Context: an optimization exercise on an open-source flow, tuned for small area, a short achievable clock period and few clock cycles per item. The choices shown serve that exercise and are no tape-out recipe. The RTL was checked by simulation tests, not by an equivalence proof against the original design. No activity file was given, so power comes from the tool's default toggle rates.

<file path="standard.sh">
#!/bin/bash
# synth_recipe.tcl (not shown) runs the flow's synth.tcl, then flattens the netlist and writes it again
# the make line also repeats each setting of config.mk as NAME=value (left out here)
make -C /OpenROAD-flow-scripts/flow DESIGN_CONFIG=/design/flow/config.mk WORK_HOME=/design/flow/orfs CLKGATE_MAP_FILE= SYNTH_SCRIPT=/design/flow/synth_recipe.tcl "${@:-finish}"
</file>
<file path="constraint.sdc">
create_clock -name core_clock -period 5.0 [get_ports {clk}]
set_input_delay 1.0000 -clock core_clock [delete_from_list [all_inputs] [get_ports {clk}]]
set_output_delay 1.0000 -clock core_clock [all_outputs]
set_load 0.01 [all_outputs]
</file>
<file path="config.mk">
export PLATFORM = sky130hd
export DESIGN_NAME = dcs_tx
export DESIGN_NICKNAME = dcs_tx
export VERILOG_FILES = /design/flow/design.v
export SDC_FILE = /design/flow/constraint.sdc
export NUM_CORES = 4
export LEC_CHECK = 0
export CAP_MARGIN = 20
export CORE_MARGIN = 2
export CORE_UTILIZATION = 40
export PLACE_DENSITY = 0.6
export SETUP_SLACK_MARGIN = 2.55
export SLEW_MARGIN = 20
export SYNTH_HIERARCHICAL = 1
</file>
<file path="flow/run.sh">
#!/bin/bash
# Standard layout, but with the port buffers made from sky130_fd_sc_hd__buf_1
# instead of the buffer buffer_ports picks on its own.
set -euo pipefail
export BUFFER_PORTS_ARGS="-buffer_cell sky130_fd_sc_hd__buf_1"
bash standard.sh > standard.log 2>&1
</file>
<file path="design.v">
module dcs_tx_xor2 (input a, input b, output y);
  assign y = a ^ b;
endmodule
module dcs_tx_xnor2 (input a, input b, output y);
  assign y = ~(a ^ b);
endmodule
module dcs_tx (
  input         clk,
  input         rst,
  input         start,
  input  [31:0] msg,
  output        ready,
  output        done,
  output [15:0] crc,
  output [95:0] frame
);
  reg [31:0] data;
  reg [15:0] crc_r;
  reg        done_r;
  wire [15:0] crc_in;
  always @(posedge clk)
    begin
      if (start)
        begin
          data  <= msg;
          crc_r <= crc_in;
        end
      if (rst)
        done_r <= 1'b0;
      else if (start)
        done_r <= 1'b1;
    end
  wire [64:0] t;
  dcs_tx_xor2 ct0 (.a(msg[3]), .b(msg[31]), .y(t[0]));
  dcs_tx_xor2 ct1 (.a(msg[16]), .b(msg[30]), .y(t[1]));
  dcs_tx_xor2 ct2 (.a(msg[4]), .b(msg[17]), .y(t[2]));
  dcs_tx_xor2 ct3 (.a(msg[8]), .b(msg[24]), .y(t[3]));
  dcs_tx_xor2 ct4 (.a(msg[10]), .b(msg[23]), .y(t[4]));
  dcs_tx_xor2 ct5 (.a(msg[19]), .b(msg[21]), .y(t[5]));
  dcs_tx_xor2 ct6 (.a(msg[20]), .b(msg[22]), .y(t[6]));
  dcs_tx_xor2 ct7 (.a(msg[5]), .b(msg[18]), .y(t[7]));
  dcs_tx_xor2 ct8 (.a(msg[6]), .b(msg[7]), .y(t[8]));
  dcs_tx_xor2 ct9 (.a(msg[1]), .b(msg[2]), .y(t[9]));
  dcs_tx_xor2 ct10 (.a(msg[11]), .b(msg[12]), .y(t[10]));
  dcs_tx_xor2 ct11 (.a(msg[9]), .b(msg[25]), .y(t[11]));
  dcs_tx_xor2 ct12 (.a(t[4]), .b(t[11]), .y(t[12]));
  dcs_tx_xor2 ct13 (.a(t[0]), .b(t[2]), .y(t[13]));
  dcs_tx_xor2 ct14 (.a(t[6]), .b(t[8]), .y(t[14]));
  dcs_tx_xor2 ct15 (.a(msg[13]), .b(msg[26]), .y(t[15]));
  dcs_tx_xor2 ct16 (.a(t[5]), .b(t[7]), .y(t[16]));
  dcs_tx_xor2 ct17 (.a(msg[27]), .b(t[10]), .y(t[17]));
  dcs_tx_xor2 ct18 (.a(msg[15]), .b(t[9]), .y(t[18]));
  dcs_tx_xor2 ct19 (.a(msg[0]), .b(t[1]), .y(t[19]));
  dcs_tx_xor2 ct20 (.a(t[12]), .b(t[13]), .y(t[20]));
  dcs_tx_xor2 ct21 (.a(t[14]), .b(t[16]), .y(t[21]));
  dcs_tx_xor2 ct22 (.a(t[20]), .b(t[21]), .y(t[22]));
  dcs_tx_xor2 ct23 (.a(msg[14]), .b(msg[28]), .y(t[23]));
  dcs_tx_xor2 ct24 (.a(msg[29]), .b(msg[31]), .y(t[24]));
  dcs_tx_xor2 ct25 (.a(t[3]), .b(t[15]), .y(t[25]));
  dcs_tx_xor2 ct26 (.a(t[18]), .b(t[19]), .y(t[26]));
  dcs_tx_xor2 ct27 (.a(t[17]), .b(t[25]), .y(t[27]));
  dcs_tx_xor2 ct28 (.a(msg[5]), .b(msg[6]), .y(t[28]));
  dcs_tx_xor2 ct29 (.a(msg[8]), .b(msg[21]), .y(t[29]));
  dcs_tx_xor2 ct30 (.a(msg[26]), .b(msg[29]), .y(t[30]));
  dcs_tx_xor2 ct31 (.a(msg[24]), .b(msg[26]), .y(t[31]));
  dcs_tx_xor2 ct32 (.a(msg[9]), .b(msg[22]), .y(t[32]));
  dcs_tx_xor2 ct33 (.a(msg[4]), .b(msg[20]), .y(t[33]));
  dcs_tx_xor2 ct34 (.a(msg[12]), .b(msg[28]), .y(t[34]));
  dcs_tx_xor2 ct35 (.a(msg[2]), .b(msg[18]), .y(t[35]));
  dcs_tx_xor2 ct36 (.a(msg[7]), .b(msg[23]), .y(t[36]));
  dcs_tx_xor2 ct37 (.a(msg[17]), .b(msg[30]), .y(t[37]));
  dcs_tx_xor2 ct38 (.a(msg[10]), .b(msg[11]), .y(t[38]));
  dcs_tx_xor2 ct39 (.a(msg[1]), .b(t[23]), .y(t[39]));
  dcs_tx_xor2 ct40 (.a(t[10]), .b(t[30]), .y(t[40]));
  dcs_tx_xor2 ct41 (.a(t[5]), .b(t[28]), .y(t[41]));
  dcs_tx_xor2 ct42 (.a(t[0]), .b(t[1]), .y(t[42]));
  dcs_tx_xor2 ct43 (.a(msg[14]), .b(t[3]), .y(t[43]));
  dcs_tx_xor2 ct44 (.a(t[24]), .b(t[37]), .y(t[44]));
  dcs_tx_xor2 ct45 (.a(t[15]), .b(t[34]), .y(t[45]));
  dcs_tx_xor2 ct46 (.a(t[9]), .b(t[23]), .y(t[46]));
  dcs_tx_xor2 ct47 (.a(t[29]), .b(t[36]), .y(t[47]));
  dcs_tx_xor2 ct48 (.a(t[3]), .b(t[32]), .y(t[48]));
  dcs_tx_xor2 ct49 (.a(t[31]), .b(t[38]), .y(t[49]));
  dcs_tx_xor2 ct50 (.a(t[7]), .b(t[33]), .y(t[50]));
  dcs_tx_xor2 ct51 (.a(t[24]), .b(t[39]), .y(t[51]));
  dcs_tx_xor2 ct52 (.a(t[18]), .b(t[44]), .y(t[52]));
  dcs_tx_xor2 ct53 (.a(t[35]), .b(t[42]), .y(t[53]));
  dcs_tx_xor2 ct54 (.a(t[40]), .b(t[43]), .y(t[54]));
  dcs_tx_xor2 ct55 (.a(msg[19]), .b(t[13]), .y(t[55]));
  dcs_tx_xor2 ct56 (.a(msg[16]), .b(t[46]), .y(t[56]));
  dcs_tx_xor2 ct57 (.a(msg[25]), .b(t[17]), .y(t[57]));
  dcs_tx_xor2 ct58 (.a(t[26]), .b(t[27]), .y(t[58]));
  dcs_tx_xor2 ct59 (.a(t[19]), .b(t[51]), .y(t[59]));
  dcs_tx_xor2 ct60 (.a(t[26]), .b(t[54]), .y(t[60]));
  dcs_tx_xor2 ct61 (.a(t[27]), .b(t[56]), .y(t[61]));
  dcs_tx_xor2 ct62 (.a(t[22]), .b(t[58]), .y(t[62]));
  dcs_tx_xor2 ct63 (.a(t[22]), .b(t[61]), .y(t[63]));
  dcs_tx_xor2 ct64 (.a(t[22]), .b(t[60]), .y(t[64]));
  assign crc_in[0] = t[62];
  assign crc_in[1] = t[63];
  dcs_tx_xnor2 cn2 (.a(t[19]), .b(t[51]), .y(crc_in[2]));
  assign crc_in[3] = t[52];
  assign crc_in[4] = t[53];
  dcs_tx_xnor2 cn5 (.a(msg[19]), .b(t[13]), .y(crc_in[5]));
  assign crc_in[6] = t[50];
  assign crc_in[7] = t[41];
  assign crc_in[8] = t[14];
  assign crc_in[9] = t[47];
  assign crc_in[10] = t[48];
  assign crc_in[11] = t[12];
  assign crc_in[12] = t[49];
  assign crc_in[13] = t[57];
  assign crc_in[14] = t[45];
  assign crc_in[15] = t[64];
  wire [47:0] s = {data, crc_r};
  wire [47:0] x, b, p0, p1;
  genvar n;
  generate
    for (n = 0; n < 48; n = n + 1) begin : stream
      assign x[n] = s[47-n];
    end
  endgenerate
  assign b[0]  = x[0];
  assign p0[0] = x[0];
  assign p1[0] = x[0];
  assign p0[1] = b[1];
  assign p1[1] = x[1];
  generate
    for (n = 1; n < 48; n = n + 1) begin : pair
      dcs_tx_xor2 gb (.a(x[n]), .b(x[n-1]), .y(b[n]));
    end
    for (n = 2; n < 48; n = n + 1) begin : enc
      dcs_tx_xor2 g1 (.a(x[n]), .b(b[n-2]), .y(p1[n]));
      dcs_tx_xor2 g0 (.a(b[n]), .b(b[n-2]), .y(p0[n]));
    end
  endgenerate
  wire [95:0] f;
  genvar g, j;
  generate
    for (n = 0; n < 48; n = n + 1) begin : place
      assign f[2*(47-n)+1] = p1[n];
      assign f[2*(47-n)]   = p0[n];
    end
    for (g = 0; g < 3; g = g + 1) begin : grp
      for (j = 0; j < 4; j = j + 1) begin : byt
        assign frame[32*g+8*j +: 8] = {f[32*g+24+2*j +: 2], f[32*g+16+2*j +: 2],
                                       f[32*g+8+2*j +: 2],  f[32*g+2*j +: 2]};
      end
    end
  endgenerate
  assign crc   = crc_r;
  assign ready = 1'b1;
  assign done  = done_r;
endmodule
</file>
==> results of run 1 <==
## cell type report
cell class / count / area (um^2)
tap: 105 / 131
multi-input combinational: 206 / 2160
sequential: 49 / 1460
timing repair buffer: 190 / 986
clock buffer: 5 / 68.8
fill: 703 / 3260
clock inverter: 3 / 21.3
## worst min path at each step
stage	start	slack, ns	to
after floorplan	done_r$_SDFFE_PP0P_	0.52	done_r$_SDFFE_PP0P_
after global placement	done_r$_SDFFE_PP0P_	0.46	done_r$_SDFFE_PP0P_
after detailed placement	done_r$_SDFFE_PP0P_	0.47	done_r$_SDFFE_PP0P_
after CTS	done_r$_SDFFE_PP0P_	0.49	done_r$_SDFFE_PP0P_
after global routing	done_r$_SDFFE_PP0P_	0.52	done_r$_SDFFE_PP0P_
final	done_r$_SDFFE_PP0P_	0.48	done_r$_SDFFE_PP0P_
## state kept, by name, indices dropped and copies added (netlist names)
register,flops
done_r,1
crc_r,16
data,32
## modules after synthesis, one instance, submodules excluded
module,times used,cells,flip-flops and latches,area (um^2)
dcs_tx,1,56,49,1510
dcs_tx_xnor2,2,1,0,8.76
dcs_tx_xor2,202,1,0,8.76
## cell usage after synthesis
cell	instances
edfxtp_1	48
dfxtp_1	1
o21ba_1	1
xnor2_1	2
buf_4	5
xor2_1	202
conb_1	1
## what timing repair did
| action | CTS | global route |
|---|---|---|
| resized for setup | 57 | 140 |
| pin swaps | 17 | 100 |
| endpoints found under the setup margin | 91 | 94 |
| setup buffers | 20 | 22 |
## power breakdown
part / switching (mW) / internal, mW
sequential: 0.0973 / 0.531
combinational: 0.603 / 0.502
clock: 0.135 / 0.0994
## layer usage
layer  track usage, %  share of wire (%)
met1             22.2                 42
met2             28.9                 52
met3             2.47                5.2
met4             3.99               0.67
met5                0                  0
## logic make-up (layout without fill, tap and decap cells)
| group | Yosys count | count (layout) | synth area share [%] |
|---|---|---|---|
| AOI/OAI and AO/OA | 1 | 1 | 0.303 |
| xor gates and xnor gates | 204 | 204 | 54.2 |
| buffers and inverters | 5 | 198 | 1.14 |
| other | 1 | 1 | 0.114 |
| DFF | 49 | 49 | 44.3 |
## worst max-delay path: stages (launching register included)
cell and delay, ns:
edfxtp_1 0.53, xor2_2 0.31, xor2_1 0.20, buf_2 0.16
==> qor.yml, run 1 <==
worst_ep_arrival_time_ns: 1.50
reg2reg_depth: 1
grt_overflow: 0
syn_inst: 260
drtIter0Drc: 73
synth_area_leaders: "xor2_1 (54%), edfxtp_1 (44%), buf_4 (1.1%)"
r2r-end: "done_r$_SDFFE_PP0P_"
drive_above_1_share_pct: 41.5
cts.clk_slew.worst_paths_ns: 0.09
cts.sinks: 49
drcViolationCount: 0
postLayoutCoreUtil_pct: 59.7
fp.dieW_um: 94.8
port_buffers: 147
synth_top_area_share_pct: 53.6
n_antenna_cell: 0
critPathLaunch: "data[2]$_DFFE_PP_"
clk_latency_ns: 0.29
pwr_density_cell_nw_per_um2: 407
finalHoldViolCount: 0
yosys_warnings: 7
cp.required_ns: 4.00
dpl.hpwl_um: 5850
tightest_slew_ns: 0.614
ys_ff_latch: 49
fin_cells: 558
timing.max_slew.rel_slack_pct: 59.0
r2r-start: "done_r$_SDFFE_PP0P_"
grt_max_degree: 50
cts-buffers-inserted: 5
p_leak_nw: 2.09
die-area_um2: 8990
reg2reg_slack_ns: 4.42
final_common_cell: "xor2_1"
endpoint: "frame[30]"
wirelength_um: 7920
rows: 33
gp_congestion: 0.790
final_nets: 487
hold_buffers: 0
timing.final.crit_period_ns: 2.50
drt_pre_antenna_iters: 4
whs_ns: 0.482
clock.fmax_mhz: 400
io_pins: 149
cts_tree: "done"
fin_ws_ns: 2.50
path_class: "reg -> out"
total_power_mw: 1.97
routed_via_density: 4.40
ir_worst_vdd_mv: 0.216
cp-start-kind: "flop"
vias: 2456
slew_viol_final: 0
root_buffer: "clkbuf_8"
ant_nets: 0
grtUsageTotal_pct: 16.7
drv_cap: 0
syn_area_per_cell_um2: 12.7
cts_max_level: 2
wl_per_cell_um: 14.2
grt_pass1_vias: 2260
initial_core_util_pct: 40.8
period_share_pct: 49.9
hp-class: "reg -> reg"
core_area_um2: 8090
antenna_found_initial: 0
placed_cell_area_um2: 3950
grt_pass1_wl_um: 11200
syn-cell-area_um2: 3300
ys_seq_area_share_pct: 44.3
max-clock-path-buffers: 2
cp_max_fo: 3
area_growth_pct: 46.4
pre_cts_ws_ns: 2.32
syn-num-nets: 295
yosysTopAreaCell: "xor2_1"
fin_tns_setup_ns: 0
ys_types: 7
hold_path_depth: 1
final_area_um2: 4830
status: "complete, no violations"
dp.cells: 508
grt_setup_unrepaired: "true"
fin_skew_ns: 0
setup_viol_count_final: 0
end_kind: "primary output"
die_y_um: 94.8
most-common-layout-cells: "xor2_1 (154), buf_2 (82), buf_1 (58), xor2_2 (48), edfxtp_1 (48)"
Testbench counts, summed over its fixed seeds: cycles 512, items 512.
==> run 2: changes to the inputs <==
--- a/config.mk
+++ b/config.mk
@@ -10,5 +10,4 @@
 export CORE_UTILIZATION = 40
 export PLACE_DENSITY = 0.6
-export SETUP_SLACK_MARGIN = 2.55
 export SLEW_MARGIN = 20
 export SYNTH_HIERARCHICAL = 1
==> run 2 against run 1 <==
Clock power about the same. Count of clock-buffer cells in the layout unchanged. Largest cell class unchanged. Largest power group unchanged. Clock skew unchanged. Flip-flop and latch count unchanged. Worst setup slack worse by 0.059 ns. Sequential share of layout area up 5.9 points. Final cell count down 7.5%. Routed wire length down 10%.
==> qor.yml, run 2 <==
pwr_density_cell_nw_per_um2: 436  # +6.9%
timing.critical_path.mode_cell: "xor2_1"
root_buffer: "clkbuf_8"
synth_area_leaders: "xor2_1 (54%), edfxtp_1 (44%), buf_4 (1.1%)"
cts_max_level: 2  # unchanged
vias: 2268  # -7.7%
cp.required_ns: 4.00  # about the same
routed_via_density: 4.40  # -0.14%
drt-met1-wl_um: 3270  # -1.5%
core_area_um2: 8090  # unchanged
gp_congestion: 0.790  # unchanged
drtIter0Drc: 57  # -22%
wl_met3_um: 404  # -2.2%
n_antenna_cell: 0  # unchanged
path_cells: "xor2_1 -> xor2_1 -> buf_1"
top_regs: "data (32), crc_r (16), done_r (1)"
grt_overflow: 0  # unchanged
most-common-layout-cells: "xor2_1 (202), buf_1 (146), edfxtp_1 (48), clkbuf_8 (5), xnor2_1 (2)"
synth_edf_count: 48  # unchanged
grtUsageTotal_pct: 15.5  # -1.2 points
grt_pass1_wl_um: 10400  # -7.1%
ant_nets: 0  # unchanged
slew_viol_final: 0  # unchanged
drcViolationCount: 0  # unchanged
fp.dieW_um: 94.8  # unchanged
path_class: "reg -> out"
io_pins: 149  # unchanged
period_share_pct: 51.1  # +1.2 points
cts.sinks: 49  # unchanged
yosys_warnings: 7  # unchanged
synth_top_area_share_pct: 53.6  # unchanged
antenna_found_initial: 0  # unchanged
worst_ep_arrival_time_ns: 1.56  # +0.06 ns
syn-num-nets: 295  # unchanged
hold_buffers: 0  # unchanged
final-seq-area_um2: 1460  # unchanged
ys_ff_latch: 49  # unchanged
max-clock-path-buffers: 2  # unchanged
setup_viol_count_final: 0  # unchanged
syn_inst: 260  # unchanged
dr_wl_met2_um: 3390  # -18%
largest_register_ffs: 32  # unchanged
tightest_slew_ns: 0.620  # +0.00507 ns
syn-cell-area_um2: 3300  # unchanged
ys.flop_type: "edfxtp_1"
syn_area_per_cell_um2: 12.7  # unchanged
ys_types: 7  # unchanged
p_leak_nw: 1.58  # -24%
cts.clk_slew.worst_paths_ns: 0.09  # about the same
drive_above_1_share_pct: 2.43  # -39 points
cts_resized: 0  # -100%
grt_setup_unrepaired: "false"
max_stage_delay_ns: 0.51  # -0.02 ns
hp-class: "reg -> reg"
cp_max_fo: 3  # unchanged
whs_ns: 0.483  # +0.0000560 ns
final_common_cell: "xor2_1"
cts_tree: "done"
synth_most_common_cell: "xor2_1"
status: "complete, no violations"
final_nets: 445  # -8.6%
rows: 33  # unchanged
reg2reg_depth: 1  # unchanged
clk_latency_ns: 0.29  # about the same
fin_tns_setup_ns: 0  # unchanged
finalHoldViolCount: 0  # unchanged
timing.final.crit_period_ns: 2.56  # +0.0592 ns
cp-start-kind: "flop"
wl_per_cell_um: 13.8  # -2.8%
ir_worst_vdd_mv: 0.212  # -1.6%
fillerInstances: 792  # +13%
synth_common_cells: "xor2_1 (202), edfxtp_1 (48), buf_4 (5), xnor2_1 (2)"
drt_pre_antenna_iters: 4  # unchanged
wirelength_um: 7120  # -10%
top_register: "data"
end_kind: "primary output"
grt_pass1_vias: 2070  # -8.4%
post_cts_buffers: 0  # -100%
initial_core_util_pct: 40.8  # unchanged
fin_skew_ns: 0  # unchanged
die-area_um2: 8990  # unchanged
dpl.hpwl_um: 5850  # unchanged
die_y_um: 94.8  # unchanged
grt_max_degree: 50  # unchanged
multi_input_area_um2: 1800  # -17%
cts-buffers-inserted: 5  # unchanged
drv_cap: 0  # unchanged
synthArstFlopShare_pct: 0  # unchanged
timing.max_slew.rel_slack_pct: 58.7  # -0.34 points
ys_seq_area_share_pct: 44.3  # unchanged
top_layer: "met4"
area_growth_pct: 22.6
hold_path_depth: 1  # unchanged
crit_path_top_delay_cell: "edfxtp_1"
yosysTopAreaCell: "xor2_1"
clock.fmax_mhz: 391  # -2.3%
port_buffers: 147  # unchanged
==> run 2: cell families (layout without fill, tap and decap cells) <==
family,after synthesis,count (layout),synth area share [%]
buffers and inverters,5,156,1.14
AOI/OAI and AO/OA,1,1,0.303
xor gates and xnor gates,204,204,54.2
other,1,1,0.114
DFF,49,49,44.3
==> run 2: power breakdown <==
| group | total [mW] | switching, mW | internal [mW] |
|---|---|---|---|
| Sequential | 0.608 | 0.0775 | 0.530 |
| Clock | 0.235 | 0.136 | 0.0994 |
| Combinational | 0.918 | 0.574 | 0.344 |
| Total | 1.76 | 0.787 | 0.974 |
==> run 2: cell type report <==
cell class,instances,share of cell area (%)
multi-input cells,206,44.5
flip-flops and latches,49,36.1
repair buffers,148,13.9
well taps,105,3.25
clock buffers,5,1.70
clock inverters,3,0.526
==> run 2: worst paths after layout <==
path                            slack [ns]           startpoint             endpoint
worst max-delay path                  2.44    data[1]$_DFFE_PP_            frame[30]
worst min-delay path                  0.48  done_r$_SDFFE_PP0P_  done_r$_SDFFE_PP0P_
worst max register to register        4.42  done_r$_SDFFE_PP0P_  done_r$_SDFFE_PP0P_
worst min register to register        0.48  done_r$_SDFFE_PP0P_  done_r$_SDFFE_PP0P_
==> run 2: per-module statistics from Yosys, one instance, submodules excluded <==
module        flops+latches  area (um^2)
dcs_tx                   49         1510
dcs_tx_xor2               0         8.76
dcs_tx_xnor2              0         8.76
==> run 2: per-stage QoR <==
stage	worst slack (ns)	power (mW)	instance area, um^2	cells	utilization [%]
after global placement	2.32	1.54	3950	508	48.9
after detailed placement	2.32	1.55	3950	508	48.9
after floorplan	2.68	1.22	3300	260	-
final	2.44	1.76	4040	516	50.0
after global routing	2.33	1.91	4040	516	50.0
after CTS	2.43	1.79	4040	516	50.0
==> run 2: layer usage <==
metal  vias up  GRT usage [%]
met5         -              0
met4         0           3.99
met3         5           2.47
met2        83           24.9
met1      1052           21.8
li1       1128              -
==> run 2: worst max-delay path, delay by kind of cell (launching register included) <==
family	cells	cell delay [ns]
xor gates and xnor gates	2	0.59
buffers and inverters	1	0.17
DFF	1	0.51
==> run 3: changes to the inputs <==
--- a/config.mk
+++ b/config.mk
@@ -9,4 +9,6 @@
 export CORE_MARGIN = 2
 export CORE_UTILIZATION = 40
+export CTS_CLUSTER_DIAMETER = 200
+export CTS_CLUSTER_SIZE = 50
 export PLACE_DENSITY = 0.6
 export SLEW_MARGIN = 20
==> run 3 against run 2 <==
Global-route usage did not move. Routed wire length unchanged. Utilization unchanged. Critical endpoint unchanged. Highest routed layer unchanged.
==> qor.yml, run 3 <==
synth_common_cells: "xor2_1 (202), edfxtp_1 (48), buf_4 (5), xnor2_1 (2)"
clk_latency_ns: 0.29  # about the same
syn_area_per_cell_um2: 12.7  # unchanged
grt_pass1_vias: 2070  # unchanged
wirelength_um: 7120  # unchanged
hp-class: "reg -> reg"
slew_viol_final: 0  # unchanged
tightest_slew_ns: 0.620  # unchanged
grt_overflow: 0  # unchanged
die-area_um2: 8990  # unchanged
path_buf_inv: 1  # unchanged
status: "complete, no violations"
total_power_mw: 1.76  # unchanged
die_y_um: 94.8  # unchanged
core_area_um2: 8090  # unchanged
drive_above_1_share_pct: 2.43  # unchanged
synth_most_common_cell: "xor2_1"
dpl.hpwl_um: 5850  # unchanged
cts_max_level: 2  # unchanged
cts_resized: 0  # unchanged
cp.required_ns: 4.00  # about the same
cts-buffers-inserted: 5  # unchanged
rows: 33  # unchanged
grtUsageTotal_pct: 15.5  # unchanged
ys_seq_area_share_pct: 44.3  # unchanged
antenna_found_initial: 0  # unchanged
switchingPower_mw: 0.787  # unchanged
ys_types: 7  # unchanged
drv_cap: 0  # unchanged
ir_worst_vdd_mv: 0.212  # unchanged
placed_cell_area_um2: 3950  # unchanged
n_antenna_cell: 0  # unchanged
final_area_um2: 4040  # unchanged
syn-cell-area_um2: 3300  # unchanged
fp.dieW_um: 94.8  # unchanged
cts.clk_slew.worst_paths_ns: 0.09  # about the same
synth_top_area_share_pct: 53.6  # unchanged
path_cells: "xor2_1 -> xor2_1 -> buf_1"
ys_ff_latch: 49  # unchanged
grt_max_degree: 50  # unchanged
ys.flop_type: "edfxtp_1"
cp-start-kind: "flop"
synth_edf_count: 48  # unchanged
timing.max_slew.rel_slack_pct: 58.7  # unchanged
critical-path-top-delay-family: "XOR/XNOR gates"
synth_area_leaders: "xor2_1 (54%), edfxtp_1 (44%), buf_4 (1.1%)"
port_buffers: 147  # unchanged
setup_viol_count_final: 0  # unchanged
seq_power_share_pct: 34.5  # about the same
top_register: "data"
finalHoldViolCount: 0  # unchanged
fin_tns_setup_ns: 0  # unchanged
power_frac_comb_pct: 52.1  # about the same
pwr_density_cell_nw_per_um2: 436  # unchanged
syn-num-nets: 295  # unchanged
gp_congestion: 0.790  # unchanged
grt_setup_unrepaired: "false"
hold_buffers: 0  # unchanged
post_cts_buffers: 0  # unchanged
period_share_pct: 51.1  # unchanged
p_int_mw: 0.974  # unchanged
final_common_cell: "xor2_1"
whs_ns: 0.483  # unchanged
min-delay-start: "done_r$_SDFFE_PP0P_"
cp_max_fo: 3  # unchanged
vias: 2268  # unchanged
cts_tree: "done"
p_leak_nw: 1.58  # unchanged
final_nets: 445  # unchanged
largest_register_ffs: 32  # unchanged
yosysTopAreaCell: "xor2_1"
worst_ep_arrival_time_ns: 1.56  # about the same
p_clk_share_pct: 13.3  # about the same
syn_inst: 260  # unchanged
clock.fmax_mhz: 391  # unchanged
path_class: "reg -> out"
max-clock-path-buffers: 2  # unchanged
end_kind: "primary output"
most-common-layout-cells: "xor2_1 (202), buf_1 (146), edfxtp_1 (48), clkbuf_8 (5), xnor2_1 (2)"
timing.critical_path.mode_cell: "xor2_1"
area_growth_pct: 22.6  # unchanged
drtIter0Drc: 57  # unchanged
r2r-start: "done_r$_SDFFE_PP0P_"
root_buffer: "clkbuf_8"
io_pins: 149  # unchanged
top_regs: "data (32), crc_r (16), done_r (1)"
grt_pass1_wl_um: 10400  # unchanged
wl_per_cell_um: 13.8  # unchanged
initial_core_util_pct: 40.8  # unchanged
crit_path_top_delay_cell: "edfxtp_1"
fin_skew_ns: 0  # unchanged
synthArstFlopShare_pct: 0  # unchanged
timing.final.crit_period_ns: 2.56  # unchanged
critPathLaunch: "data[1]$_DFFE_PP_"
drcViolationCount: 0  # unchanged
cts.sinks: 49  # unchanged
switching_share_pct: 44.7  # unchanged
max_stage_delay_ns: 0.51  # about the same
yosys_warnings: 7  # unchanged
drt_pre_antenna_iters: 4  # unchanged
routed_via_density: 4.40  # unchanged
ant_nets: 0  # unchanged
==> run 3: cell counts in the layout (fill, tap and decap cells not counted) <==
No cell type changed its count.
==> run 3: worst paths after layout <==
| check | endpoint | slack (ns) | depth (start not counted) |
|---|---|---|---|
| max | frame[30] | 2.44 | 3 |
| min | done_r$_SDFFE_PP0P_ | 0.48 | 1 |
| max reg2reg | done_r$_SDFFE_PP0P_ | 4.42 | 1 |
| min reg2reg | done_r$_SDFFE_PP0P_ | 0.48 | 1 |
==> run 3: logic make-up after synthesis <==
| kind of cell | count (synthesis) | synth area share, % |
|---|---|---|
| xor+xnor | 204 | 54.2 |
| flops | 49 | 44.3 |
| buf+inv | 5 | 1.14 |
| compound gates | 1 | 0.303 |
| other cells | 1 | 0.114 |
==> run 3: Yosys stat by module (local to each module, per instance) <==
| module | flops+latches | times used |
|---|---|---|
| dcs_tx | 49 | 1 |
| dcs_tx_xnor2 | 0 | 2 |
| dcs_tx_xor2 | 0 | 202 |
==> run 3: cell type report <==
type,instances,area (um^2)
clock buffer,5,68.8
clock inverter,3,21.3
fill,792,4050
multi-input combinational,206,1800
sequential,49,1460
tap,105,131
timing repair buffer,148,561
==> run 3: per-stage QoR <==
stage	utilization, %	setup slack [ns]	cells
detailed placement	48.9	2.32	508
global placement	48.9	2.32	508
CTS	50.0	2.43	516
global route	50.0	2.33	516
finish	50.0	2.44	516
floorplan	-	2.68	260
==> run 3: power by group through the flow <==
stage	Combinational (mW)	Sequential, mW	Clock (mW)
6_report	0.918	0.608	0.235
5_1_grt	1.03	0.619	0.257
4_1_cts	0.936	0.611	0.241
3_5_place_dp	0.933	0.619	0
3_3_place_gp	0.922	0.622	0
2_1_floorplan	0.599	0.617	0
==> run 3: routing by layer <==
metal  vias to the layer above  GRT usage [%]  part of all wire (%)
met5                         -              0                     0
met4                         0           3.99                  0.74
met3                         5           2.47                   5.7
met2                        83           24.9                    48
met1                      1052           21.8                    46
li1                       1128              -                     -
==> run 4: changes to the inputs <==
--- a/config.mk
+++ b/config.mk
@@ -8,8 +8,6 @@
 export CAP_MARGIN = 20
 export CORE_MARGIN = 2
-export CORE_UTILIZATION = 40
-export CTS_CLUSTER_DIAMETER = 200
-export CTS_CLUSTER_SIZE = 50
-export PLACE_DENSITY = 0.6
+export CORE_UTILIZATION = 65
+export PLACE_DENSITY = 0.8
 export SLEW_MARGIN = 20
 export SYNTH_HIERARCHICAL = 1
==> run 4 against run 3 <==
Worst setup slack got worse by 0.057 ns. Die area fell by 37%. Register-to-register slack about the same. Area after synthesis unchanged. Via count is 0.22% higher. Sequential share of layout area grew 0.10 points. Non-clock buffer count is 1 lower.
==> qor.yml, run 4 <==
status: "complete, no violations"
synth_simple_gate_area_share_pct: 0  # unchanged
clock.fmax_mhz: 383  # -2.2%
root_buffer: "clkbuf_8"
synth_most_common_cell: "xor2_1"
seq_power_share_pct: 32.5  # -2.0 points
core_area_um2: 4820  # -40%
cp_max_fo: 4  # +1
path_class: "reg -> out"
grt_pass1_wl_um: 9800  # -5.8%
syn-num-nets: 295  # unchanged
critical-path-top-delay-family: "XOR/XNOR gates"
drt_pre_antenna_iters: 4  # unchanged
port_buffers: 147  # unchanged
ir_worst_vdd_mv: 0.340  # +60%
synth_edf_count: 48  # unchanged
io_pins: 149  # unchanged
fillerInstances: 321  # -59%
wirelength_um: 7110  # -0.20%
grtUsageTotal_pct: 24.2  # +8.7 points
power_frac_comb_pct: 50.0  # -2.1 points
finalHoldViolCount: 0  # unchanged
crit_path_top_delay_cell: "edfxtp_1"
area_growth_pct: 22.2
rows: 25  # -24%
hp-class: "reg -> reg"
ys_seq_area_share_pct: 44.3  # unchanged
grt_pass1_vias: 2035  # -1.7%
fin_skew_ns: 0  # unchanged
clk_latency_ns: 0.30  # about the same
grt_setup_unrepaired: "false"
largest_register_ffs: 32  # unchanged
final_nets: 444  # -0.22%
ys_ff_latch: 49  # unchanged
synth_area_leaders: "xor2_1 (54%), edfxtp_1 (44%), buf_4 (1.1%)"
synth_top_family_by_area: "XOR/XNOR gates"
whs_ns: 0.481  # -0.00118 ns
most-common-layout-cells: "xor2_1 (202), buf_1 (146), edfxtp_1 (48), clkbuf_8 (5)"
final-seq-area_um2: 1460  # unchanged
vias: 2273  # +0.22%
drv_cap: 0  # unchanged
fin_tns_setup_ns: 0  # unchanged
r2r-start: "done_r$_SDFFE_PP0P_"
fin_cells: 477  # -7.6%
synth-compound-area-share_pct: 0.303  # unchanged
cp-start-kind: "flop"
muxShareOfSynthArea_pct: 0  # unchanged
min-delay-start: "done_r$_SDFFE_PP0P_"
drive_above_1_share_pct: 2.20  # -0.24 points
path_cells: "xor2_1 -> xor2_1 -> buf_1"
switchingPower_mw: 0.798  # +1.4%
top_register: "data"
cts.sinks: 49  # unchanged
synthXorXnorAreaFrac_pct: 54.2  # unchanged
syn_area_per_cell_um2: 12.7  # unchanged
multi_input_area_um2: 1800  # unchanged
ys.flop_type: "edfxtp_1"
routed_via_density: 4.77  # +8.4%
timing.max_slew.rel_slack_pct: 27.1  # -32 points
hold_buffers: 0  # unchanged
cts_max_level: 2  # unchanged
initial_core_util_pct: 68.5  # +28 points
period_share_pct: 52.3  # +1.1 points
yosysTopAreaCell: "xor2_1"
worst_ep_arrival_time_ns: 1.61  # +0.05 ns
dp.cells: 469  # -7.7%
end_kind: "primary output"
setup_viol_count_final: 0  # unchanged
wl_per_cell_um: 14.9  # +8.0%
synth_fa_ha_area_share_pct: 0  # unchanged
timing.critical_path.mode_cell: "xor2_1"
critPathLaunch: "crc_r[8]$_DFFE_PP_"
fp.dieW_um: 75.2  # -21%
n_antenna_cell: 0  # unchanged
ant_nets: 0  # unchanged
synth_top_area_share_pct: 53.6  # unchanged
path_buf_inv: 1  # unchanged
tightest_slew_ns: 1.09  # +0.474 ns
fin_ws_ns: 2.39  # -0.0565 ns
cts_tree: "done"
cts_resized: 0  # unchanged
post_cts_buffers: 0  # unchanged
die-area_um2: 5660  # -37%
gp_congestion: 0.881  # +11%
antenna_found_initial: 0  # unchanged
final_common_cell: "xor2_1"
yosys_warnings: 7  # unchanged
p_clk_share_pct: 17.5  # +4.2 points
synth_common_cells: "xor2_1 (202), edfxtp_1 (48), buf_4 (5), xnor2_1 (2)"
max_stage_delay_ns: 0.49  # -0.02 ns
pre_cts_ws_ns: 2.30  # -0.0192 ns
top_regs: "data (32), crc_r (16), done_r (1)"
pwr_density_cell_nw_per_um2: 464  # +6.5%
cts-buffers-inserted: 5  # unchanged
ys_types: 7  # unchanged
synthArstFlopShare_pct: 0  # unchanged
cp.required_ns: 4.00  # about the same
switching_share_pct: 42.6  # -2.0 points
slew_viol_final: 0  # unchanged
die_y_um: 75.2  # -21%
syn_inst: 260  # unchanged
cts.clk_slew.worst_paths_ns: 0.09  # about the same
grt_max_degree: 50  # unchanged
max-clock-path-buffers: 2  # unchanged
dpl.hpwl_um: 5670  # -3.0%
p_leak_nw: 1.60  # +1.2%
syn-cell-area_um2: 3300  # unchanged
grt_overflow: 0  # unchanged
p_int_mw: 1.07  # +10%
drtIter0Drc: 79  # +39%
drcViolationCount: 0  # unchanged
timing.final.crit_period_ns: 2.61  # +0.0565 ns
## run 4: cell counts after synthesis
No cell type changed its count.
## run 4: final timing paths
path                    endpoint  slack, ns  depth (start not counted)
max reg2reg  done_r$_SDFFE_PP0P_       4.42                          1
max                    frame[19]       2.39                          3
min          done_r$_SDFFE_PP0P_       0.48                          1
min reg2reg  done_r$_SDFFE_PP0P_       0.48                          1
## run 4: cells by family after synthesis
| family | Yosys count |
|---|---|
| xor+xnor | 204 |
| compound gates | 1 |
| buf+inv | 5 |
| flops | 49 |
| other cells | 1 |
## run 4: stage by stage
| step | power, mW | utilization (%) | instance area [um^2] |
|---|---|---|---|
| final | 1.87 | 83.7 | 4030 |
| after global routing | 2.00 | 83.7 | 4030 |
| after CTS | 1.88 | 83.7 | 4030 |
| after detailed placement | 1.55 | 80.9 | 3900 |
| after global placement | 1.52 | 80.9 | 3900 |
| after floorplan | 1.22 | - | 3300 |
## run 4: cell type report
| type | count | share of cell area (%) |
|---|---|---|
| clock buffer | 5 | 1.71 |
| clock inverter | 3 | 1.61 |
| multi-input combinational | 206 | 44.6 |
| sequential | 49 | 36.2 |
| tap | 67 | 2.08 |
| timing repair buffer | 147 | 13.7 |
## run 4: routing by layer
metal  share of wire (%)  track usage (%)  vias to the layer above  routed length [um]
met5                   0                0                        -                   0
met3                 5.9             3.48                        6                 419
met1                  40             29.6                     1050                2820
li1                    -                -                     1125                   -
met2                  53             44.6                       92                3780
met4                 1.2             6.82                        0                  85
## run 4: Yosys stat by module, one instance, submodules excluded
| module | cell area [um^2] | flops+latches |
|---|---|---|
| dcs_tx_xor2 | 8.76 | 0 |
| dcs_tx_xnor2 | 8.76 | 0 |
| dcs_tx | 1510 | 49 |
## run 4: power groups by stage
stage	Clock [mW]	Sequential, mW	Combinational (mW)
2_1_floorplan	0	0.617	0.599
3_3_place_gp	0	0.616	0.904
3_5_place_dp	0	0.616	0.936
4_1_cts	0.329	0.609	0.944
5_1_grt	0.341	0.616	1.04
6_report	0.328	0.608	0.935
==> run 5: changes to the inputs <==
==> flow/run.sh (replaced) <==
#!/bin/bash
set -euo pipefail
export BUFFER_PORTS_ARGS="-buffer_cell sky130_fd_sc_hd__buf_1"
export CTS_ARGS="-sink_clustering_enable -repair_clock_nets -sink_clustering_size 50 -sink_clustering_max_diameter 500 -root_buf sky130_fd_sc_hd__clkbuf_16 -buf_list sky130_fd_sc_hd__clkbuf_16"
bash standard.sh > standard.log 2>&1
--- a/config.mk
+++ b/config.mk
@@ -8,6 +8,6 @@
 export CAP_MARGIN = 20
 export CORE_MARGIN = 2
-export CORE_UTILIZATION = 65
-export PLACE_DENSITY = 0.8
+export CORE_UTILIZATION = 40
+export PLACE_DENSITY = 0.6
 export SLEW_MARGIN = 20
 export SYNTH_HIERARCHICAL = 1
==> run 5 against run 4 <==
Sequential share of layout area fell by 0.60 points. Clock skew did not move. Count of clock-buffer cells in the layout did not move. Cell area rose by 1.7%. Via count barely moved. Non-clock buffer count rose by 1. Total power fell by 0.69%. Worst hold slack got worse by 0.0050 ns. Largest power group unchanged. First-iteration DRC count fell by 33%. Clock power barely moved. Sequential power barely moved. Global-route usage fell by 8.9 points.
==> qor.yml, run 5 <==
status: "complete, no violations"
cts-buffers-inserted: 5  # unchanged
root_buffer: "clkbuf_16"
postLayoutCoreUtil_pct: 50.7  # -33 points
crit_path_top_delay_cell: "edfxtp_1"
cts_tree: "done"
post_cts_buffers: 0  # unchanged
use_met1_pct: 21.7  # -7.8 points
slew_viol_final: 0  # unchanged
cp-start-kind: "flop"
path_buf_inv: 1  # unchanged
vias: 2271  # -0.088%
syn_area_per_cell_um2: 12.7  # unchanged
yosys_warnings: 7  # unchanged
path_class: "reg -> out"
gp_congestion: 0.790  # -10%
syn-cell-area_um2: 3300  # unchanged
grt_max_degree: 50  # unchanged
hold_buffers: 0  # unchanged
synth_top_area_share_pct: 53.6  # unchanged
multi_input_area_um2: 1800  # unchanged
timing.final.crit_period_ns: 2.53  # -0.0785 ns
die_y_um: 94.8  # +26%
area_growth_pct: 24.3
cp_max_fo: 3  # -1
grt_pass1_vias: 2071  # +1.8%
clock.fmax_mhz: 395  # +3.1%
tightest_slew_ns: 0.625  # -0.468 ns
end_kind: "primary output"
ys_seq_area_share_pct: 44.3  # unchanged
critical-path-top-delay-family: "XOR/XNOR gates"
p_leak_nw: 1.61  # +0.44%
worst_ep_arrival_time_ns: 1.53  # -0.08 ns
ir_worst_vdd_mv: 0.177  # -48%
syn_inst: 260  # unchanged
port_buffers: 147  # unchanged
grtUsageTotal_pct: 15.3  # -8.9 points
drtIter0Drc: 53  # -33%
cts_max_level: 2  # unchanged
fin_cells: 516  # +8.2%
grt_busiest_layer: "met2"
synth_common_cells: "xor2_1 (202), edfxtp_1 (48), buf_4 (5), xnor2_1 (2)"
setup_viol_count_final: 0  # unchanged
grt_setup_unrepaired: "false"
most-common-layout-cells: "xor2_1 (202), buf_1 (146), edfxtp_1 (48), clkbuf_16 (5), xnor2_1 (2)"
yosysTopAreaCell: "xor2_1"
top_regs: "data (32), crc_r (16), done_r (1)"
wirelength_um: 7060  # -0.61%
dp.cells: 508  # +8.3%
ant_nets: 0  # unchanged
path_cells: "xor2_1 -> xor2_1 -> buf_1"
final-seq-area_um2: 1460  # unchanged
antenna_found_initial: 0  # unchanged
largest_register_ffs: 32  # unchanged
use_met2_pct: 24.9  # -20 points
cts.clk_slew.worst_paths_ns: 0.06  # -0.03 ns
drv_cap: 0  # unchanged
fillerInstances: 784  # +140%
gr-usage-met3_pct: 2.71  # -0.77 points
grt_overflow: 0  # unchanged
fin_tns_setup_ns: 0  # unchanged
ys_ff_latch: 49  # unchanged
top_register: "data"
n_antenna_cell: 0  # unchanged
syn-num-nets: 295  # unchanged
initial_core_util_pct: 40.8  # -28 points
grt_pass1_wl_um: 10400  # +5.8%
drcViolationCount: 0  # unchanged
timing.max_slew.rel_slack_pct: 58.3  # +31 points
routed_via_density: 4.40  # -7.6%
synth_edf_count: 48  # unchanged
drt_pre_antenna_iters: 4  # unchanged
wl_per_cell_um: 13.7  # -8.1%
fin_skew_ns: 0  # unchanged
io_pins: 149  # unchanged
max-clock-path-buffers: 2  # unchanged
cts.sinks: 49  # unchanged
cts_resized: 0  # unchanged
timing.critical_path.mode_cell: "xor2_1"
drive_above_1_share_pct: 2.43  # +0.24 points
max_stage_delay_ns: 0.50  # about the same
synth_area_leaders: "xor2_1 (54%), edfxtp_1 (44%), buf_4 (1.1%)"
synth_most_common_cell: "xor2_1"
clk_latency_ns: 0.28  # -0.02 ns
period_share_pct: 50.7  # -1.6 points
synthArstFlopShare_pct: 0  # unchanged
core_area_um2: 8090  # +68%
die-area_um2: 8990  # +59%
rows: 33  # +32%
pwr_density_cell_nw_per_um2: 453  # -2.3%
hp-class: "reg -> reg"
ys.flop_type: "edfxtp_1"
finalHoldViolCount: 0  # unchanged
final_common_cell: "xor2_1"
fp.dieW_um: 94.8  # +26%
cp.required_ns: 4.00  # about the same
dpl.hpwl_um: 5850  # +3.1%
ys_types: 7  # unchanged
final_nets: 445  # +0.23%
run 5: per-module statistics from Yosys (local to each module, per instance):
module / flip-flops and latches / area (um^2)
dcs_tx: 49 / 1510
dcs_tx_xnor2: 0 / 8.76
dcs_tx_xor2: 0 / 8.76
run 5: final cells by class:
| type | count | share of cell area, % |
|---|---|---|
| Tap cell | 105 | 3.20 |
| Clock buffer | 5 | 3.05 |
| Timing Repair Buffer | 148 | 13.7 |
| Multi-Input combinational cell | 206 | 43.9 |
| Clock inverter | 3 | 0.519 |
| Sequential cell | 49 | 35.6 |
run 5: layer usage:
layer,vias to the layer above,routed length (um)
li1,1131,-
met1,1056,3260
met2,81,3390
met3,3,387
met4,0,20
met5,-,0
run 5: cells by family (layout without fill, tap and decap cells):
logic type | after synthesis | count (layout) | synth area share, %
compound gates | 1 | 1 | 0.303
xor+xnor | 204 | 204 | 54.2
buf+inv | 5 | 156 | 1.14
flops | 49 | 49 | 44.3
other cells | 1 | 1 | 0.114
run 5: per-stage QoR:
stage | power (mW) | setup slack, ns | cell area, um^2 | hold slack (ns)
after floorplan | 1.22 | 2.68 | 3300 | 0.516
after global placement | 1.54 | 2.32 | 3950 | 0.455
after detailed placement | 1.55 | 2.32 | 3950 | 0.466
after CTS | 1.88 | 2.46 | 4100 | 0.482
after global routing | 2.01 | 2.37 | 4100 | 0.510
final | 1.86 | 2.47 | 4100 | 0.476
run 5: where the power goes:
| group | internal (mW) | switching, mW | leakage, nW |
|---|---|---|---|
| combinational | 0.344 | 0.575 | 1.06 |
| sequential | 0.531 | 0.0777 | 0.478 |
| clock | 0.186 | 0.144 | 0.0702 |
| total | 1.06 | 0.797 | 1.61 |
run 5: path summary, 6_finish.rpt:
| check | from | end | slack (ns) | cells after the start |
|---|---|---|---|---|
| setup reg to reg | done_r$_SDFFE_PP0P_ | done_r$_SDFFE_PP0P_ | 4.42 | 1 |
| setup / recovery | data[1]$_DFFE_PP_ | frame[30] | 2.47 | 3 |
| hold reg to reg | done_r$_SDFFE_PP0P_ | done_r$_SDFFE_PP0P_ | 0.48 | 1 |
| hold / removal | done_r$_SDFFE_PP0P_ | done_r$_SDFFE_PP0P_ | 0.48 | 1 |

[separate check: timing with driven ports]
In the flow no input, the clock included, has a driving cell. The finished layouts below were timed again as built, in two steps.
Step 1 (the two cells are an assumption about what drives the block):
set clk [get_ports {clk}]
set_driving_cell -lib_cell sky130_fd_sc_hd__clkbuf_16 $clk
set_driving_cell -lib_cell sky130_fd_sc_hd__buf_2 [delete_from_list [all_inputs] $clk]
Step 2 times the ports against the registers' clock, not the clock port: input delays grow and output delays shrink by t, the midpoint of the rising clock arrivals with the driver on.
Three values: ideal, step 1, step 2; two values: the first two.
run | t (ns) | slack for setup (ns) | cell pins on the clock port's net
run 1 | 0.325 | 2.503 / 2.475 / 2.339 | 1
run 2 | 0.324 | 2.444 / 2.416 / 2.322 | 1
run 3 | 0.324 | 2.444 / 2.416 / 2.322 | 1
run 4 | 0.325 | 2.387 / 2.360 / 2.154 | 1
run 5 | 0.310 | 2.466 / 2.437 / 2.311 | 1
After both steps every run listed still meets setup and hold. For run 4, which loses most, drivers alone change the setup slack by -0.027 ns; drivers and shift together by -0.233 ns.
